What follows belongs to an exercise in optimizing a design on an open flow for small area, a short achievable clock period and few clock cycles per item; a production flow would make more cautious choices. Function was checked by simulation only, so behaviour that the tests miss may differ from the original. Power and IR drop assume default switching activity.

==> flow/design.v, too long to show whole: its modules and the start of the top module <==
// module mmult: 1809 lines
// module fa: 4 lines
// module mul3: 3 lines
// module sel2: 3 lines
// module sel3: 3 lines
module mmult(
  input  clk,                  
  input  reset_n,              
  input  enable,               
  input  [0:9*8-1] A_mat,      
  input  [0:9*8-1] B_mat,      
  output valid,                
  output reg [0:9*17-1] C_mat  
);
  // ...
==> flow/flow/run.sh <==
#!/bin/bash
# The standard layout, with the smallest buffer on each port, a clock tree
# without dummy loads, and timing repair that aims for 65 ns of setup slack
# (a period near 25 ns) instead of stopping at any positive slack.
set -euo pipefail
bash standard.sh BUFFER_PORTS_ARGS="-buffer_cell sky130_fd_sc_hd__buf_1" \
  CTS_ARGS="-sink_clustering_enable -repair_clock_nets -dont_use_dummy_load -buf_list sky130_fd_sc_hd__clkbuf_8" \
  SETUP_SLACK_MARGIN=65 \
  finish > standard.log 2>&1
==> flow/standard.sh <==
#!/bin/bash
# synth_recipe.tcl (not shown) runs the flow's synth.tcl, then flattens the netlist and writes it again
# the make line also repeats each setting of config.mk as NAME=value (left out here)
make -C /OpenROAD-flow-scripts/flow DESIGN_CONFIG=/design/flow/config.mk WORK_HOME=/design/flow/orfs CLKGATE_MAP_FILE= SYNTH_SCRIPT=/design/flow/synth_recipe.tcl "${@:-finish}"
==> flow/config.mk <==
export PLATFORM = sky130hd
export DESIGN_NAME = mmult
export DESIGN_NICKNAME = mmult
export VERILOG_FILES = /design/flow/design.v
export SDC_FILE = /design/flow/constraint.sdc
export NUM_CORES = 4
export LEC_CHECK = 0
export CAP_MARGIN = 5
export CORE_MARGIN = 2
export CORE_UTILIZATION = 50
export PLACE_DENSITY = 0.6
export SLEW_MARGIN = 5
export SYNTH_HIERARCHICAL = 1
export SYNTH_MINIMUM_KEEP_SIZE = 0
==> flow/constraint.sdc <==
create_clock -name core_clock -period 90.0 [get_ports {clk}]
set_input_delay 18.0000 -clock core_clock [delete_from_list [all_inputs] [get_ports {clk}]]
set_output_delay 18.0000 -clock core_clock [all_outputs]
set_load 0.01 [all_outputs]
==> impl_metrics.py, run 1 <==
metrics = {
    "run_status": {
        "status": "complete, no violations",
    },
    "finish": {
        "synthToLayoutAreaGrowth_pct": 13.5,
        "largest_reg_flops": 153,
        "seq_cells": 156,
        "top_register": "C_mat",
        "top_regs": "C_mat (153), row (3)",
        "final_core_util_pct": 57.8,
        "nMultiInputCombCells": 1071,
    },
    "sta": {
        "skew_ns": 0.0278,
        "finalCriticalPeriod_ns": 24.79,
        "holdWs_ns": 0.713,
    },
    "worst_setup_path": {
        "critPathSlowestCell": "xor2_2",
        "crit_arrival_ns": 25.04,
        "setup.worst_path.start_class": "input port",
        "crit_start": "A_mat[6]",
    },
    "power_and_ir_drop": {
        "pwr-share-clk_pct": 30.0,
        "p_leak_nw": 4.84,
        "peakVddDrop_v": 0.00000902,
    },
    "placement": {
        "portBuffers": 300,
        "dpl_cell_area_sq_um": 19600,
        "place_worst_setup_slack_ns": 64.41,
    },
    "global_routing": {
        "use_met2_pct": 51.6,
    },
    "synthesis": {
        "yosysWarningCount": 7,
        "ys.flop_type": "edfxtp_1",
        "netlist_area_sq_um": 17600,
    },
    "clock_tree": {
        "cts_num_sinks": 156,
        "clockBufferDepth": 2,
        "ctsResizeCount": 3,
        "cts_tree": "yes",
    },
    "worst_hold_path": {
        "hold_start": "row[0]$_DFFE_PN1P_",
        "min_path_cells": 1,
    },
    "route": {
        "avgViaCountPerCell": 7.26,
        "drc_errors": 0,
        "dr_wl_met2_mm": 27.9,
    },
}
Testbench counts, summed over its fixed seeds: cycles 1,600, mults 320.
==> run 2, diff against run 1 <==
--- a/flow/design.v
+++ b/flow/design.v
@@ -43,6 +43,5 @@
 wire z00_02 = b00[1] & ~b00[0];
 wire z00_03 = b00[1] & b00[0];
-wire n0_0_0_0;
-sel2 v0_0_0_0 (.s0(z00_01), .d0(a0[0]), .s1(z00_03), .d1(t0[0]), .n(n0_0_0_0));
+wire n0_0_0_0 = ~(b00[0] & a0[0]);
 wire n0_0_0_1;
 sel3 v0_0_0_1 (.s0(z00_01), .d0(a0[1]), .s1(z00_02), .d1(a0[0]), .s2(z00_03), .d2(t0[1]), .n(n0_0_0_1));
@@ -65,6 +64,5 @@
 wire z00_12 = b00[3] & ~b00[2];
 wire z00_13 = b00[3] & b00[2];
-wire n0_0_1_0;
-sel2 v0_0_1_0 (.s0(z00_11), .d0(a0[0]), .s1(z00_13), .d1(t0[0]), .n(n0_0_1_0));
+wire n0_0_1_0 = ~(b00[2] & a0[0]);
 wire n0_0_1_1;
 sel3 v0_0_1_1 (.s0(z00_11), .d0(a0[1]), .s1(z00_12), .d1(a0[0]), .s2(z00_13), .d2(t0[1]), .n(n0_0_1_1));
@@ -87,6 +85,5 @@
 wire z00_22 = b00[5] & ~b00[4];
 wire z00_23 = b00[5] & b00[4];
-wire n0_0_2_0;
-sel2 v0_0_2_0 (.s0(z00_21), .d0(a0[0]), .s1(z00_23), .d1(t0[0]), .n(n0_0_2_0));
+wire n0_0_2_0 = ~(b00[4] & a0[0]);
 wire n0_0_2_1;
 sel3 v0_0_2_1 (.s0(z00_21), .d0(a0[1]), .s1(z00_22), .d1(a0[0]), .s2(z00_23), .d2(t0[1]), .n(n0_0_2_1));
@@ -109,6 +106,5 @@
 wire z00_32 = b00[7] & ~b00[6];
 wire z00_33 = b00[7] & b00[6];
-wire n0_0_3_0;
-sel2 v0_0_3_0 (.s0(z00_31), .d0(a0[0]), .s1(z00_33), .d1(t0[0]), .n(n0_0_3_0));
+wire n0_0_3_0 = ~(b00[6] & a0[0]);
 wire n0_0_3_1;
 sel3 v0_0_3_1 (.s0(z00_31), .d0(a0[1]), .s1(z00_32), .d1(a0[0]), .s2(z00_33), .d2(t0[1]), .n(n0_0_3_1));
@@ -131,6 +127,5 @@
 wire z10_02 = b10[1] & ~b10[0];
 wire z10_03 = b10[1] & b10[0];
-wire n0_1_0_0;
-sel2 v0_1_0_0 (.s0(z10_01), .d0(a1[0]), .s1(z10_03), .d1(t1[0]), .n(n0_1_0_0));
+wire n0_1_0_0 = ~(b10[0] & a1[0]);
 wire n0_1_0_1;
 sel3 v0_1_0_1 (.s0(z10_01), .d0(a1[1]), .s1(z10_02), .d1(a1[0]), .s2(z10_03), .d2(t1[1]), .n(n0_1_0_1));
@@ -153,6 +148,5 @@
 wire z10_12 = b10[3] & ~b10[2];
 wire z10_13 = b10[3] & b10[2];
-wire n0_1_1_0;
-sel2 v0_1_1_0 (.s0(z10_11), .d0(a1[0]), .s1(z10_13), .d1(t1[0]), .n(n0_1_1_0));
+wire n0_1_1_0 = ~(b10[2] & a1[0]);
 wire n0_1_1_1;
 sel3 v0_1_1_1 (.s0(z10_11), .d0(a1[1]), .s1(z10_12), .d1(a1[0]), .s2(z10_13), .d2(t1[1]), .n(n0_1_1_1));
@@ -175,6 +169,5 @@
 wire z10_22 = b10[5] & ~b10[4];
 wire z10_23 = b10[5] & b10[4];
-wire n0_1_2_0;
-sel2 v0_1_2_0 (.s0(z10_21), .d0(a1[0]), .s1(z10_23), .d1(t1[0]), .n(n0_1_2_0));
+wire n0_1_2_0 = ~(b10[4] & a1[0]);
 wire n0_1_2_1;
 sel3 v0_1_2_1 (.s0(z10_21), .d0(a1[1]), .s1(z10_22), .d1(a1[0]), .s2(z10_23), .d2(t1[1]), .n(n0_1_2_1));
@@ -197,6 +190,5 @@
 wire z10_32 = b10[7] & ~b10[6];
 wire z10_33 = b10[7] & b10[6];
-wire n0_1_3_0;
-sel2 v0_1_3_0 (.s0(z10_31), .d0(a1[0]), .s1(z10_33), .d1(t1[0]), .n(n0_1_3_0));
+wire n0_1_3_0 = ~(b10[6] & a1[0]);
 wire n0_1_3_1;
 sel3 v0_1_3_1 (.s0(z10_31), .d0(a1[1]), .s1(z10_32), .d1(a1[0]), .s2(z10_33), .d2(t1[1]), .n(n0_1_3_1));
@@ -219,6 +211,5 @@
 wire z20_02 = b20[1] & ~b20[0];
 wire z20_03 = b20[1] & b20[0];
-wire n0_2_0_0;
-sel2 v0_2_0_0 (.s0(z20_01), .d0(a2[0]), .s1(z20_03), .d1(t2[0]), .n(n0_2_0_0));
+wire n0_2_0_0 = ~(b20[0] & a2[0]);
 wire n0_2_0_1;
 sel3 v0_2_0_1 (.s0(z20_01), .d0(a2[1]), .s1(z20_02), .d1(a2[0]), .s2(z20_03), .d2(t2[1]), .n(n0_2_0_1));
@@ -241,6 +232,5 @@
 wire z20_12 = b20[3] & ~b20[2];
 wire z20_13 = b20[3] & b20[2];
-wire n0_2_1_0;
-sel2 v0_2_1_0 (.s0(z20_11), .d0(a2[0]), .s1(z20_13), .d1(t2[0]), .n(n0_2_1_0));
+wire n0_2_1_0 = ~(b20[2] & a2[0]);
 wire n0_2_1_1;
 sel3 v0_2_1_1 (.s0(z20_11), .d0(a2[1]), .s1(z20_12), .d1(a2[0]), .s2(z20_13), .d2(t2[1]), .n(n0_2_1_1));
@@ -263,6 +253,5 @@
 wire z20_22 = b20[5] & ~b20[4];
 wire z20_23 = b20[5] & b20[4];
-wire n0_2_2_0;
-sel2 v0_2_2_0 (.s0(z20_21), .d0(a2[0]), .s1(z20_23), .d1(t2[0]), .n(n0_2_2_0));
+wire n0_2_2_0 = ~(b20[4] & a2[0]);
 wire n0_2_2_1;
 sel3 v0_2_2_1 (.s0(z20_21), .d0(a2[1]), .s1(z20_22), .d1(a2[0]), .s2(z20_23), .d2(t2[1]), .n(n0_2_2_1));
@@ -285,6 +274,5 @@
 wire z20_32 = b20[7] & ~b20[6];
 wire z20_33 = b20[7] & b20[6];
-wire n0_2_3_0;
-sel2 v0_2_3_0 (.s0(z20_31), .d0(a2[0]), .s1(z20_33), .d1(t2[0]), .n(n0_2_3_0));
+wire n0_2_3_0 = ~(b20[6] & a2[0]);
 wire n0_2_3_1;
 sel3 v0_2_3_1 (.s0(z20_31), .d0(a2[1]), .s1(z20_32), .d1(a2[0]), .s2(z20_33), .d2(t2[1]), .n(n0_2_3_1));
@@ -630,6 +618,5 @@
 wire z01_02 = b01[1] & ~b01[0];
 wire z01_03 = b01[1] & b01[0];
-wire n1_0_0_0;
-sel2 v1_0_0_0 (.s0(z01_01), .d0(a0[0]), .s1(z01_03), .d1(t0[0]), .n(n1_0_0_0));
+wire n1_0_0_0 = ~(b01[0] & a0[0]);
 wire n1_0_0_1;
 sel3 v1_0_0_1 (.s0(z01_01), .d0(a0[1]), .s1(z01_02), .d1(a0[0]), .s2(z01_03), .d2(t0[1]), .n(n1_0_0_1));
@@ -652,6 +639,5 @@
 wire z01_12 = b01[3] & ~b01[2];
 wire z01_13 = b01[3] & b01[2];
-wire n1_0_1_0;
-sel2 v1_0_1_0 (.s0(z01_11), .d0(a0[0]), .s1(z01_13), .d1(t0[0]), .n(n1_0_1_0));
+wire n1_0_1_0 = ~(b01[2] & a0[0]);
 wire n1_0_1_1;
 sel3 v1_0_1_1 (.s0(z01_11), .d0(a0[1]), .s1(z01_12), .d1(a0[0]), .s2(z01_13), .d2(t0[1]), .n(n1_0_1_1));
@@ -674,6 +660,5 @@
 wire z01_22 = b01[5] & ~b01[4];
 wire z01_23 = b01[5] & b01[4];
-wire n1_0_2_0;
-sel2 v1_0_2_0 (.s0(z01_21), .d0(a0[0]), .s1(z01_23), .d1(t0[0]), .n(n1_0_2_0));
+wire n1_0_2_0 = ~(b01[4] & a0[0]);
 wire n1_0_2_1;
 sel3 v1_0_2_1 (.s0(z01_21), .d0(a0[1]), .s1(z01_22), .d1(a0[0]), .s2(z01_23), .d2(t0[1]), .n(n1_0_2_1));
@@ -696,6 +681,5 @@
 wire z01_32 = b01[7] & ~b01[6];
 wire z01_33 = b01[7] & b01[6];
-wire n1_0_3_0;
-sel2 v1_0_3_0 (.s0(z01_31), .d0(a0[0]), .s1(z01_33), .d1(t0[0]), .n(n1_0_3_0));
+wire n1_0_3_0 = ~(b01[6] & a0[0]);
 wire n1_0_3_1;
 sel3 v1_0_3_1 (.s0(z01_31), .d0(a0[1]), .s1(z01_32), .d1(a0[0]), .s2(z01_33), .d2(t0[1]), .n(n1_0_3_1));
@@ -718,6 +702,5 @@
 wire z11_02 = b11[1] & ~b11[0];
 wire z11_03 = b11[1] & b11[0];
-wire n1_1_0_0;
-sel2 v1_1_0_0 (.s0(z11_01), .d0(a1[0]), .s1(z11_03), .d1(t1[0]), .n(n1_1_0_0));
+wire n1_1_0_0 = ~(b11[0] & a1[0]);
 wire n1_1_0_1;
 sel3 v1_1_0_1 (.s0(z11_01), .d0(a1[1]), .s1(z11_02), .d1(a1[0]), .s2(z11_03), .d2(t1[1]), .n(n1_1_0_1));
@@ -740,6 +723,5 @@
 wire z11_12 = b11[3] & ~b11[2];
 wire z11_13 = b11[3] & b11[2];
-wire n1_1_1_0;
-sel2 v1_1_1_0 (.s0(z11_11), .d0(a1[0]), .s1(z11_13), .d1(t1[0]), .n(n1_1_1_0));
+wire n1_1_1_0 = ~(b11[2] & a1[0]);
 wire n1_1_1_1;
 sel3 v1_1_1_1 (.s0(z11_11), .d0(a1[1]), .s1(z11_12), .d1(a1[0]), .s2(z11_13), .d2(t1[1]), .n(n1_1_1_1));
@@ -762,6 +744,5 @@
 wire z11_22 = b11[5] & ~b11[4];
 wire z11_23 = b11[5] & b11[4];
-wire n1_1_2_0;
-sel2 v1_1_2_0 (.s0(z11_21), .d0(a1[0]), .s1(z11_23), .d1(t1[0]), .n(n1_1_2_0));
+wire n1_1_2_0 = ~(b11[4] & a1[0]);
 wire n1_1_2_1;
 sel3 v1_1_2_1 (.s0(z11_21), .d0(a1[1]), .s1(z11_22), .d1(a1[0]), .s2(z11_23), .d2(t1[1]), .n(n1_1_2_1));
@@ -784,6 +765,5 @@
 wire z11_32 = b11[7] & ~b11[6];
 wire z11_33 = b11[7] & b11[6];
-wire n1_1_3_0;
-sel2 v1_1_3_0 (.s0(z11_31), .d0(a1[0]), .s1(z11_33), .d1(t1[0]), .n(n1_1_3_0));
+wire n1_1_3_0 = ~(b11[6] & a1[0]);
 wire n1_1_3_1;
 sel3 v1_1_3_1 (.s0(z11_31), .d0(a1[1]), .s1(z11_32), .d1(a1[0]), .s2(z11_33), .d2(t1[1]), .n(n1_1_3_1));
@@ -806,6 +786,5 @@
 wire z21_02 = b21[1] & ~b21[0];
 wire z21_03 = b21[1] & b21[0];
-wire n1_2_0_0;
-sel2 v1_2_0_0 (.s0(z21_01), .d0(a2[0]), .s1(z21_03), .d1(t2[0]), .n(n1_2_0_0));
+wire n1_2_0_0 = ~(b21[0] & a2[0]);
 wire n1_2_0_1;
 sel3 v1_2_0_1 (.s0(z21_01), .d0(a2[1]), .s1(z21_02), .d1(a2[0]), .s2(z21_03), .d2(t2[1]), .n(n1_2_0_1));
@@ -828,6 +807,5 @@
 wire z21_12 = b21[3] & ~b21[2];
 wire z21_13 = b21[3] & b21[2];
-wire n1_2_1_0;
-sel2 v1_2_1_0 (.s0(z21_11), .d0(a2[0]), .s1(z21_13), .d1(t2[0]), .n(n1_2_1_0));
+wire n1_2_1_0 = ~(b21[2] & a2[0]);
 wire n1_2_1_1;
 sel3 v1_2_1_1 (.s0(z21_11), .d0(a2[1]), .s1(z21_12), .d1(a2[0]), .s2(z21_13), .d2(t2[1]), .n(n1_2_1_1));
@@ -850,6 +828,5 @@
 wire z21_22 = b21[5] & ~b21[4];
 wire z21_23 = b21[5] & b21[4];
-wire n1_2_2_0;
-sel2 v1_2_2_0 (.s0(z21_21), .d0(a2[0]), .s1(z21_23), .d1(t2[0]), .n(n1_2_2_0));
+wire n1_2_2_0 = ~(b21[4] & a2[0]);
 wire n1_2_2_1;
 sel3 v1_2_2_1 (.s0(z21_21), .d0(a2[1]), .s1(z21_22), .d1(a2[0]), .s2(z21_23), .d2(t2[1]), .n(n1_2_2_1));
@@ -872,6 +849,5 @@
 wire z21_32 = b21[7] & ~b21[6];
 wire z21_33 = b21[7] & b21[6];
-wire n1_2_3_0;
-sel2 v1_2_3_0 (.s0(z21_31), .d0(a2[0]), .s1(z21_33), .d1(t2[0]), .n(n1_2_3_0));
+wire n1_2_3_0 = ~(b21[6] & a2[0]);
 wire n1_2_3_1;
 sel3 v1_2_3_1 (.s0(z21_31), .d0(a2[1]), .s1(z21_32), .d1(a2[0]), .s2(z21_33), .d2(t2[1]), .n(n1_2_3_1));
@@ -1217,6 +1193,5 @@
 wire z02_02 = b02[1] & ~b02[0];
 wire z02_03 = b02[1] & b02[0];
-wire n2_0_0_0;
-sel2 v2_0_0_0 (.s0(z02_01), .d0(a0[0]), .s1(z02_03), .d1(t0[0]), .n(n2_0_0_0));
+wire n2_0_0_0 = ~(b02[0] & a0[0]);
 wire n2_0_0_1;
 sel3 v2_0_0_1 (.s0(z02_01), .d0(a0[1]), .s1(z02_02), .d1(a0[0]), .s2(z02_03), .d2(t0[1]), .n(n2_0_0_1));
@@ -1239,6 +1214,5 @@
 wire z02_12 = b02[3] & ~b02[2];
 wire z02_13 = b02[3] & b02[2];
-wire n2_0_1_0;
-sel2 v2_0_1_0 (.s0(z02_11), .d0(a0[0]), .s1(z02_13), .d1(t0[0]), .n(n2_0_1_0));
+wire n2_0_1_0 = ~(b02[2] & a0[0]);
 wire n2_0_1_1;
 sel3 v2_0_1_1 (.s0(z02_11), .d0(a0[1]), .s1(z02_12), .d1(a0[0]), .s2(z02_13), .d2(t0[1]), .n(n2_0_1_1));
@@ -1261,6 +1235,5 @@
 wire z02_22 = b02[5] & ~b02[4];
 wire z02_23 = b02[5] & b02[4];
-wire n2_0_2_0;
-sel2 v2_0_2_0 (.s0(z02_21), .d0(a0[0]), .s1(z02_23), .d1(t0[0]), .n(n2_0_2_0));
+wire n2_0_2_0 = ~(b02[4] & a0[0]);
 wire n2_0_2_1;
 sel3 v2_0_2_1 (.s0(z02_21), .d0(a0[1]), .s1(z02_22), .d1(a0[0]), .s2(z02_23), .d2(t0[1]), .n(n2_0_2_1));
@@ -1283,6 +1256,5 @@
 wire z02_32 = b02[7] & ~b02[6];
 wire z02_33 = b02[7] & b02[6];
-wire n2_0_3_0;
-sel2 v2_0_3_0 (.s0(z02_31), .d0(a0[0]), .s1(z02_33), .d1(t0[0]), .n(n2_0_3_0));
+wire n2_0_3_0 = ~(b02[6] & a0[0]);
 wire n2_0_3_1;
 sel3 v2_0_3_1 (.s0(z02_31), .d0(a0[1]), .s1(z02_32), .d1(a0[0]), .s2(z02_33), .d2(t0[1]), .n(n2_0_3_1));
@@ -1305,6 +1277,5 @@
 wire z12_02 = b12[1] & ~b12[0];
 wire z12_03 = b12[1] & b12[0];
-wire n2_1_0_0;
-sel2 v2_1_0_0 (.s0(z12_01), .d0(a1[0]), .s1(z12_03), .d1(t1[0]), .n(n2_1_0_0));
+wire n2_1_0_0 = ~(b12[0] & a1[0]);
 wire n2_1_0_1;
 sel3 v2_1_0_1 (.s0(z12_01), .d0(a1[1]), .s1(z12_02), .d1(a1[0]), .s2(z12_03), .d2(t1[1]), .n(n2_1_0_1));
@@ -1327,6 +1298,5 @@
 wire z12_12 = b12[3] & ~b12[2];
 wire z12_13 = b12[3] & b12[2];
-wire n2_1_1_0;
-sel2 v2_1_1_0 (.s0(z12_11), .d0(a1[0]), .s1(z12_13), .d1(t1[0]), .n(n2_1_1_0));
+wire n2_1_1_0 = ~(b12[2] & a1[0]);
 wire n2_1_1_1;
 sel3 v2_1_1_1 (.s0(z12_11), .d0(a1[1]), .s1(z12_12), .d1(a1[0]), .s2(z12_13), .d2(t1[1]), .n(n2_1_1_1));
@@ -1349,6 +1319,5 @@
 wire z12_22 = b12[5] & ~b12[4];
 wire z12_23 = b12[5] & b12[4];
-wire n2_1_2_0;
-sel2 v2_1_2_0 (.s0(z12_21), .d0(a1[0]), .s1(z12_23), .d1(t1[0]), .n(n2_1_2_0));
+wire n2_1_2_0 = ~(b12[4] & a1[0]);
 wire n2_1_2_1;
 sel3 v2_1_2_1 (.s0(z12_21), .d0(a1[1]), .s1(z12_22), .d1(a1[0]), .s2(z12_23), .d2(t1[1]), .n(n2_1_2_1));
@@ -1371,6 +1340,5 @@
 wire z12_32 = b12[7] & ~b12[6];
 wire z12_33 = b12[7] & b12[6];
-wire n2_1_3_0;
-sel2 v2_1_3_0 (.s0(z12_31), .d0(a1[0]), .s1(z12_33), .d1(t1[0]), .n(n2_1_3_0));
+wire n2_1_3_0 = ~(b12[6] & a1[0]);
 wire n2_1_3_1;
 sel3 v2_1_3_1 (.s0(z12_31), .d0(a1[1]), .s1(z12_32), .d1(a1[0]), .s2(z12_33), .d2(t1[1]), .n(n2_1_3_1));
@@ -1393,6 +1361,5 @@
 wire z22_02 = b22[1] & ~b22[0];
 wire z22_03 = b22[1] & b22[0];
-wire n2_2_0_0;
-sel2 v2_2_0_0 (.s0(z22_01), .d0(a2[0]), .s1(z22_03), .d1(t2[0]), .n(n2_2_0_0));
+wire n2_2_0_0 = ~(b22[0] & a2[0]);
 wire n2_2_0_1;
 sel3 v2_2_0_1 (.s0(z22_01), .d0(a2[1]), .s1(z22_02), .d1(a2[0]), .s2(z22_03), .d2(t2[1]), .n(n2_2_0_1));
@@ -1415,6 +1382,5 @@
 wire z22_12 = b22[3] & ~b22[2];
 wire z22_13 = b22[3] & b22[2];
-wire n2_2_1_0;
-sel2 v2_2_1_0 (.s0(z22_11), .d0(a2[0]), .s1(z22_13), .d1(t2[0]), .n(n2_2_1_0));
+wire n2_2_1_0 = ~(b22[2] & a2[0]);
 wire n2_2_1_1;
 sel3 v2_2_1_1 (.s0(z22_11), .d0(a2[1]), .s1(z22_12), .d1(a2[0]), .s2(z22_13), .d2(t2[1]), .n(n2_2_1_1));
@@ -1437,6 +1403,5 @@
 wire z22_22 = b22[5] & ~b22[4];
 wire z22_23 = b22[5] & b22[4];
-wire n2_2_2_0;
-sel2 v2_2_2_0 (.s0(z22_21), .d0(a2[0]), .s1(z22_23), .d1(t2[0]), .n(n2_2_2_0));
+wire n2_2_2_0 = ~(b22[4] & a2[0]);
 wire n2_2_2_1;
 sel3 v2_2_2_1 (.s0(z22_21), .d0(a2[1]), .s1(z22_22), .d1(a2[0]), .s2(z22_23), .d2(t2[1]), .n(n2_2_2_1));
@@ -1459,6 +1424,5 @@
 wire z22_32 = b22[7] & ~b22[6];
 wire z22_33 = b22[7] & b22[6];
-wire n2_2_3_0;
-sel2 v2_2_3_0 (.s0(z22_31), .d0(a2[0]), .s1(z22_33), .d1(t2[0]), .n(n2_2_3_0));
+wire n2_2_3_0 = ~(b22[6] & a2[0]);
 wire n2_2_3_1;
 sel3 v2_2_3_1 (.s0(z22_31), .d0(a2[1]), .s1(z22_32), .d1(a2[0]), .s2(z22_33), .d2(t2[1]), .n(n2_2_3_1));
==> run 2 against run 1 <==
Final cell count increased by 0.19%. Sequential share of layout area increased by 0.39 points. Worst hold slack about the same. Sequential cell count unchanged. First-iteration DRC count increased by 22%. Via count decreased by 1.6%. Clock power about the same. Wire length increased by 0.27%. Clock skew increased by 0.0015 ns. Register-to-register slack got worse by 0.05 ns. Worst setup slack got worse by 0.075 ns. Largest cell class unchanged.
==> impl_metrics.py, run 2 <==
metrics = {
    "run_status": {
        "status": "complete, no violations",
    },
    "power_and_ir_drop": {
        "power_density_nw_per_um2": 6.62,
        "power.total_uw": 130,
        "p_leak_nw": 4.85,
        "peakVddDrop_v": 0.00000781,
    },
    "sta": {
        "worstMarginPinSlew_ns": 1.27,
        "slew_headroom_pct": 14.7,
        "holdWs_ns": 0.713,
        "finalCriticalPeriod_ns": 24.86,
        "finalWorstSetupSlack_ns": 65.14,
        "hold_viol": 0,
        "finalSetupViolCount": 0,
        "skew_ns": 0.0293,
        "rsz0062_at_grt": "no",
        "setup_tns_ns": 0,
        "slew_violations": 0,
        "fmaxAchievable_mhz": 40.2,
        "period_share_pct": 27.6,
    },
    "placement": {
        "portBuffers": 300,
        "dp.cells": 2118,
        "place_worst_setup_slack_ns": 64.38,
        "globalplace.congestion": 0.944,
        "dpl_cell_area_sq_um": 19300,
        "dp_hpwl_mm": 43.8,
    },
    "global_routing": {
        "grt_pass1_vias": 15300,
        "track_usage_pct": 34.1,
        "grt_pass1_wl_mm": 91.4,
        "overflow": 0,
        "antenna_found_initial": 0,
        "grt_max_degree": 35,
    },
    "finish": {
        "synthToLayoutAreaGrowth_pct": 13.7,
        "top_register": "C_mat",
        "fin_area_sq_um": 19700,
        "fin_cells": 2148,
        "drive_gt1_share_pct": 8.62,
        "final_core_util_pct": 57.4,
        "layout_common_cells": "buf_1 (300), fa_1 (283), a222oi_1 (273)",
        "layout_commonest_cell": "buf_1",
        "num-nets-final": 2181,
        "top_regs": "C_mat (153), row (3)",
        "insertedDiodeCount": 0,
        "largest_reg_flops": 153,
    },
    "synthesis": {
        "syn_area_per_cell_sq_um": 12.9,
        "syn_inst": 1339,
        "syn_nets": 1825,
        "yosysWarningCount": 7,
        "netlist_area_sq_um": 17300,
    },
    "worst_hold_path": {
        "min_path_type": "reg2reg",
        "min_path_cells": 1,
    },
    "worst_setup_path": {
        "crit_required_ns": 90.25,
        "worst_setup_path_end_kind": "flip-flop",
        "setup.worst_path.start_class": "input port",
        "critPathMaxFanout": 14,
        "reg2regPathDepth": 20,
        "setup.worst_path.class": "in2reg",
        "crit_arrival_ns": 25.11,
    },
    "floorplanning": {
        "die_w_um": 190,
        "die_y_um": 190,
        "die_area_sq_um": 36100,
        "rows": 68,
        "core_sq_um": 34300,
        "start_util_pct": 50.5,
        "ios": 301,
    },
    "clock_tree": {
        "root_buffer": "clkbuf_8",
        "clk_latency_ns": 0.49,
        "cts_made_buffers": 17,
        "cts-htree-levels": 4,
        "cts_tree": "yes",
        "cts_num_sinks": 156,
        "clk_pin_slew_worst_paths_ns": 0.08,
        "clockBufferDepth": 2,
        "cts_hold_buf": 0,
    },
    "run": {
        "maxCapViolations": 0,
    },
    "route": {
        "ant_nets": 0,
        "wire_per_inst_um": 29.4,
        "first_pass_iters": 14,
        "dr_total_vias": 15300,
        "wl_mm": 63.1,
        "drtIter0Drc": 4725,
        "drc_errors": 0,
        "avgViaCountPerCell": 7.13,
    },
}
-- run 2: area by class of cell --
cell class                 count  area [sq um]
clock buffer                  17           234
fill                        2955         14600
inverter                      91           353
multi-input combinational   1077         12400
sequential                   156          4670
tap                          455           569
timing repair buffer         348          1490
timing repair inverter         4          20.0
-- run 2: path summary, 6_finish.rpt --
kind	startpoint	endpoint	slack (ns)
worst max-delay path	A_mat[14]	C_mat[119]$_DFFE_PP_	65.14
worst min-delay path	row[0]$_DFFE_PN1P_	row[0]$_DFFE_PN1P_	0.71
worst max register to register	row[1]$_DFFE_PN0P_	C_mat[119]$_DFFE_PP_	81.91
worst min register to register	row[0]$_DFFE_PN1P_	row[0]$_DFFE_PN1P_	0.71
max in group asynchronous	reset_n	row[0]$_DFFE_PN1P_	72.46
min in group asynchronous	reset_n	row[2]$_DFFE_PN0P_	17.30
-- run 2: power breakdown --
part           total (mW)  internal (mW)  switching [mW]
sequential         0.0785         0.0785               0
clock              0.0393         0.0166          0.0227
combinational      0.0125        0.00273         0.00974
total               0.130         0.0978          0.0324
-- run 2: critical path, stage by stage --
cell and delay, ns:
buf_1 0.07, a222oi_1 0.31, buf_4 0.20, clkinvlp_4 0.37
ha_1 0.38, a21oi_2 0.21, nand2_1 0.12, xnor2_2 0.97
a222oi_1 0.27, fa_1 0.63, fa_1 0.44, fa_1 0.41
fa_1 0.48, fa_1 0.49, inv_1 0.04, ha_1 0.31
a21oi_1 0.31, o31ai_4 0.16, a21oi_1 0.36, o221ai_1 0.20
a311oi_1 0.38
-- run 2: layer usage --
layer  share of wire [%]  global-route usage (%)  vias up
li1                    -                       -     6223
met3                  15                    10.1      258
met1                  36                    45.7     7429
met5                   0                       0        -
met2                  44                    52.5     1398
met4                 5.0                    13.5        0
-- run 2: timing repair --
item	CTS	global route
pin swaps	0	4
cloned	0	4
gates resized for setup	4	10
endpoints found under the setup margin	6	60
setup buffers	0	9
Testbench counts of run 2, summed over its fixed seeds: cycles 1,600, mults 320.
==> run 3, diff against run 2 <==
--- a/flow/config.mk
+++ b/flow/config.mk
@@ -8,6 +8,6 @@
 export CAP_MARGIN = 5
 export CORE_MARGIN = 2
-export CORE_UTILIZATION = 50
-export PLACE_DENSITY = 0.6
+export CORE_UTILIZATION = 55
+export PLACE_DENSITY = 0.7
 export SLEW_MARGIN = 5
 export SYNTH_HIERARCHICAL = 1
==> run 3 against run 2 <==
Fmax is 0.36% higher. Worst hold slack worse by 0.013 ns. Combinational power hardly changed. Still clean on timing, DRC and antenna. Worst setup slack better by 0.090 ns.
==> impl_metrics.py, run 3 <==
metrics = {
    "synthesis": {
        "yosysWarningCount": 7,
        "syn_nets": 1825,
        "syn_inst": 1339,
        "netlist_area_sq_um": 17300,
        "syn_area_per_cell_sq_um": 12.9,
    },
    "worst_setup_path": {
        "crit_top_cell": "fa_1",
        "cp.depth": 22,
        "cp_slowest_stage_delay_ns": 0.75,
        "crit_required_ns": 90.27,
        "setup.worst_path.class": "in2reg",
        "critPathSlowestCell": "a222oi_1",
        "critPathCapture": "C_mat[68]$_DFFE_PP_",
        "path_cells": "buf_1 > a222oi_1 > inv_4 > ha_1 > fa_2 > a21oi_1 > o21bai_1 > xor2_4 > buf_4 > a222oi_1 > fa_1 > fa_1 > fa_1 > fa_1 > fa_1 > inv_1 > ha_1 > a21oi_1 > o31ai_4 > a21oi_1 > o221ai_1 > a311oi_1",
        "path_buf_inv": 4,
        "critPathMaxFanout": 27,
        "worst_setup_path_end_kind": "flip-flop",
        "reg2reg_slack_ns": 81.98,
        "critical_path.top_delay_family": "adder cells",
        "r2r_end": "C_mat[68]$_DFFE_PP_",
        "setup.worst_path.start_class": "input port",
        "crit_start": "A_mat[6]",
        "reg2regPathDepth": 21,
        "crit_arrival_ns": 25.04,
        "crit-reg2reg-launch": "row[1]$_DFFE_PN0P_",
    },
    "finish": {
        "num-nets-final": 2180,
        "top_regs": "C_mat (153), row (3)",
        "final_core_util_pct": 63.8,
        "top_register": "C_mat",
        "drive_gt1_share_pct": 8.63,
        "layout_commonest_cell": "buf_1",
        "layout_common_cells": "buf_1 (300), fa_1 (284), a222oi_1 (273)",
        "fin_cells": 2089,
        "largest_reg_flops": 153,
        "fill_cells": 2460,
        "multi_input_area_sq_um": 12400,
        "register_area_sq_um": 4670,
        "synthToLayoutAreaGrowth_pct": 13.6,
    },
    "power_and_ir_drop": {
        "peakVddDrop_v": 0.00000828,
        "p_leak_nw": 4.85,
        "power_density_nw_per_um2": 6.62,
    },
    "placement": {
        "portBuffers": 300,
        "globalplace.congestion": 0.962,
        "dp_hpwl_mm": 42.4,
        "place_worst_setup_slack_ns": 64.17,
        "dp.cells": 2055,
    },
    "sta": {
        "finalWorstSetupSlack_ns": 65.23,
        "slew_headroom_pct": 15.7,
        "finalSetupViolCount": 0,
        "fmaxAchievable_mhz": 40.4,
        "hold_viol": 0,
        "slew_violations": 0,
        "finalCriticalPeriod_ns": 24.77,
        "rsz0062_at_grt": "no",
        "skew_ns": 0.0217,
        "worstMarginPinSlew_ns": 1.26,
        "setup_tns_ns": 0,
        "period_share_pct": 27.5,
        "holdWs_ns": 0.700,
    },
    "clock_tree": {
        "cts-htree-levels": 4,
        "cts_hold_buf": 0,
        "cts_tree": "yes",
        "clk_pin_slew_worst_paths_ns": 0.06,
        "cts_made_buffers": 17,
        "cts_num_sinks": 156,
        "clk_latency_ns": 0.52,
        "clockBufferDepth": 2,
        "root_buffer": "clkbuf_8",
    },
    "floorplanning": {
        "ios": 301,
        "start_util_pct": 56.2,
        "die_w_um": 181,
        "rows": 64,
        "die_area_sq_um": 32900,
        "core_sq_um": 30800,
        "die_y_um": 181,
    },
    "route": {
        "wl_mm": 62.2,
        "ant_nets": 0,
        "avgViaCountPerCell": 7.45,
        "wire_per_inst_um": 29.8,
        "first_pass_iters": 17,
        "dr_total_vias": 15600,
        "drtIter0Drc": 4540,
        "drc_errors": 0,
    },
    "global_routing": {
        "track_usage_pct": 37.3,
        "grt_pass1_wl_mm": 92.0,
        "grt_pass1_vias": 16100,
        "antenna_found_initial": 1,
        "overflow": 0,
        "grt_max_degree": 42,
    },
    "run_status": {
        "status": "complete, no violations",
    },
    "run": {
        "maxCapViolations": 0,
    },
    "worst_hold_path": {
        "min_path_type": "reg2reg",
    },
}
-- run 3: worst reg2reg max path, cell delays in order, from the launching register on --
cell and delay [ns]:
dfrtp_1 0.68, a222oi_1 0.88, inv_4 0.31, ha_1 0.34, fa_2 0.41, a21oi_1 0.22, o21bai_1 0.17, xor2_4 0.37
buf_4 0.24, a222oi_1 0.11, fa_1 0.44, fa_1 0.53, fa_1 0.39, fa_1 0.45, fa_1 0.50, inv_1 0.05
ha_1 0.31, a21oi_1 0.34, o31ai_4 0.16, a21oi_1 0.34, o221ai_1 0.18, a311oi_1 0.34
-- run 3: how the worst min path moves through the flow --
| stage | start | end | slack [ns] | depth (start not counted) |
|---|---|---|---|---|
| 3_3_place_gp | row[0]$_DFFE_PN1P_ | row[0]$_DFFE_PN1P_ | 0.67 | 1 |
| 6_report | row[0]$_DFFE_PN1P_ | row[0]$_DFFE_PN1P_ | 0.70 | 1 |
| 5_1_grt | row[0]$_DFFE_PN1P_ | row[0]$_DFFE_PN1P_ | 0.74 | 1 |
| 4_1_cts | row[0]$_DFFE_PN1P_ | row[0]$_DFFE_PN1P_ | 0.70 | 1 |
| 3_5_place_dp | row[0]$_DFFE_PN1P_ | row[0]$_DFFE_PN1P_ | 0.69 | 1 |
| 2_1_floorplan | row[2]$_DFFE_PN0P_ | row[2]$_DFFE_PN0P_ | 0.75 | 2 |
-- run 3: power by group --
part	internal, mW	switching (mW)
Clock	0.0166	0.0229
Sequential	0.0785	0
Combinational	0.00271	0.00949
Total	0.0977	0.0324
-- run 3: area by class of cell --
cell class | instances | area share, %
diodes | 1 | 0.0127
clock buffers | 17 | 1.19
inverters | 91 | 1.83
multi-input cells | 1077 | 63.1
flip-flops and latches | 156 | 23.7
well taps | 396 | 2.52
repair buffers | 347 | 7.52
repair inverters | 4 | 0.102
-- run 3: metrics by stage --
| step | power, mW | instance area (sq um) |
|---|---|---|
| finish | 0.130 | 19700 |
| floorplan | 0.0855 | 17300 |
| CTS | 0.130 | 19500 |
| global placement | 0.0912 | 19200 |
| detailed placement | 0.0914 | 19200 |
| global route | 0.134 | 19700 |
-- run 3: routing by layer --
| layer | vias to the layer above | GRT usage (%) | part of all wire [%] |
|---|---|---|---|
| met2 | 1504 | 56.4 | 44 |
| li1 | 6221 | - | - |
| met1 | 7496 | 47.1 | 35 |
| met4 | 0 | 19.7 | 6.3 |
| met5 | - | 0 | 0 |
| met3 | 341 | 14.1 | 16 |
-- run 3: repair_timing --
item,in CTS,in global routing
pin swaps,0,5
setup buffers,0,12
cloned,0,4
resized for setup,3,16
endpoints found under the setup margin,12,57

## afterwards: timing with drivers on the ports
The flow's constraints put no driver on any port. The routed layouts listed below were extracted and timed again, unchanged, in two steps. Step 1 sets driving cells, clkbuf_16 on the clock port and buf_2 on the other inputs (assumed; they add their load-dependent delay and slew). Step 2 also shifts input and output timing later by t, the mid clock arrival at the registers, as if the neighbouring blocks saw the same clock. Slacks: ideal / step 1 / step 2; pairs: ideal / step 1.
| run | t, ns | setup WS [ns] | hold WS [ns] |
|---|---|---|---|
| run 1 | 0.519 | 65.213 / 65.239 / 64.720 | 0.713 / 0.713 / 0.713 |
| run 2 | 0.529 | 65.137 / 65.167 / 64.638 | 0.713 / 0.713 / 0.713 |
| run 3 | 0.552 | 65.227 / 65.252 / 64.700 | 0.700 / 0.700 / 0.700 |
After both steps setup and hold are still met in every run listed. The setup slack of run 3, which loses most, moves by +0.025 ns with the drivers and by -0.527 ns with both steps.
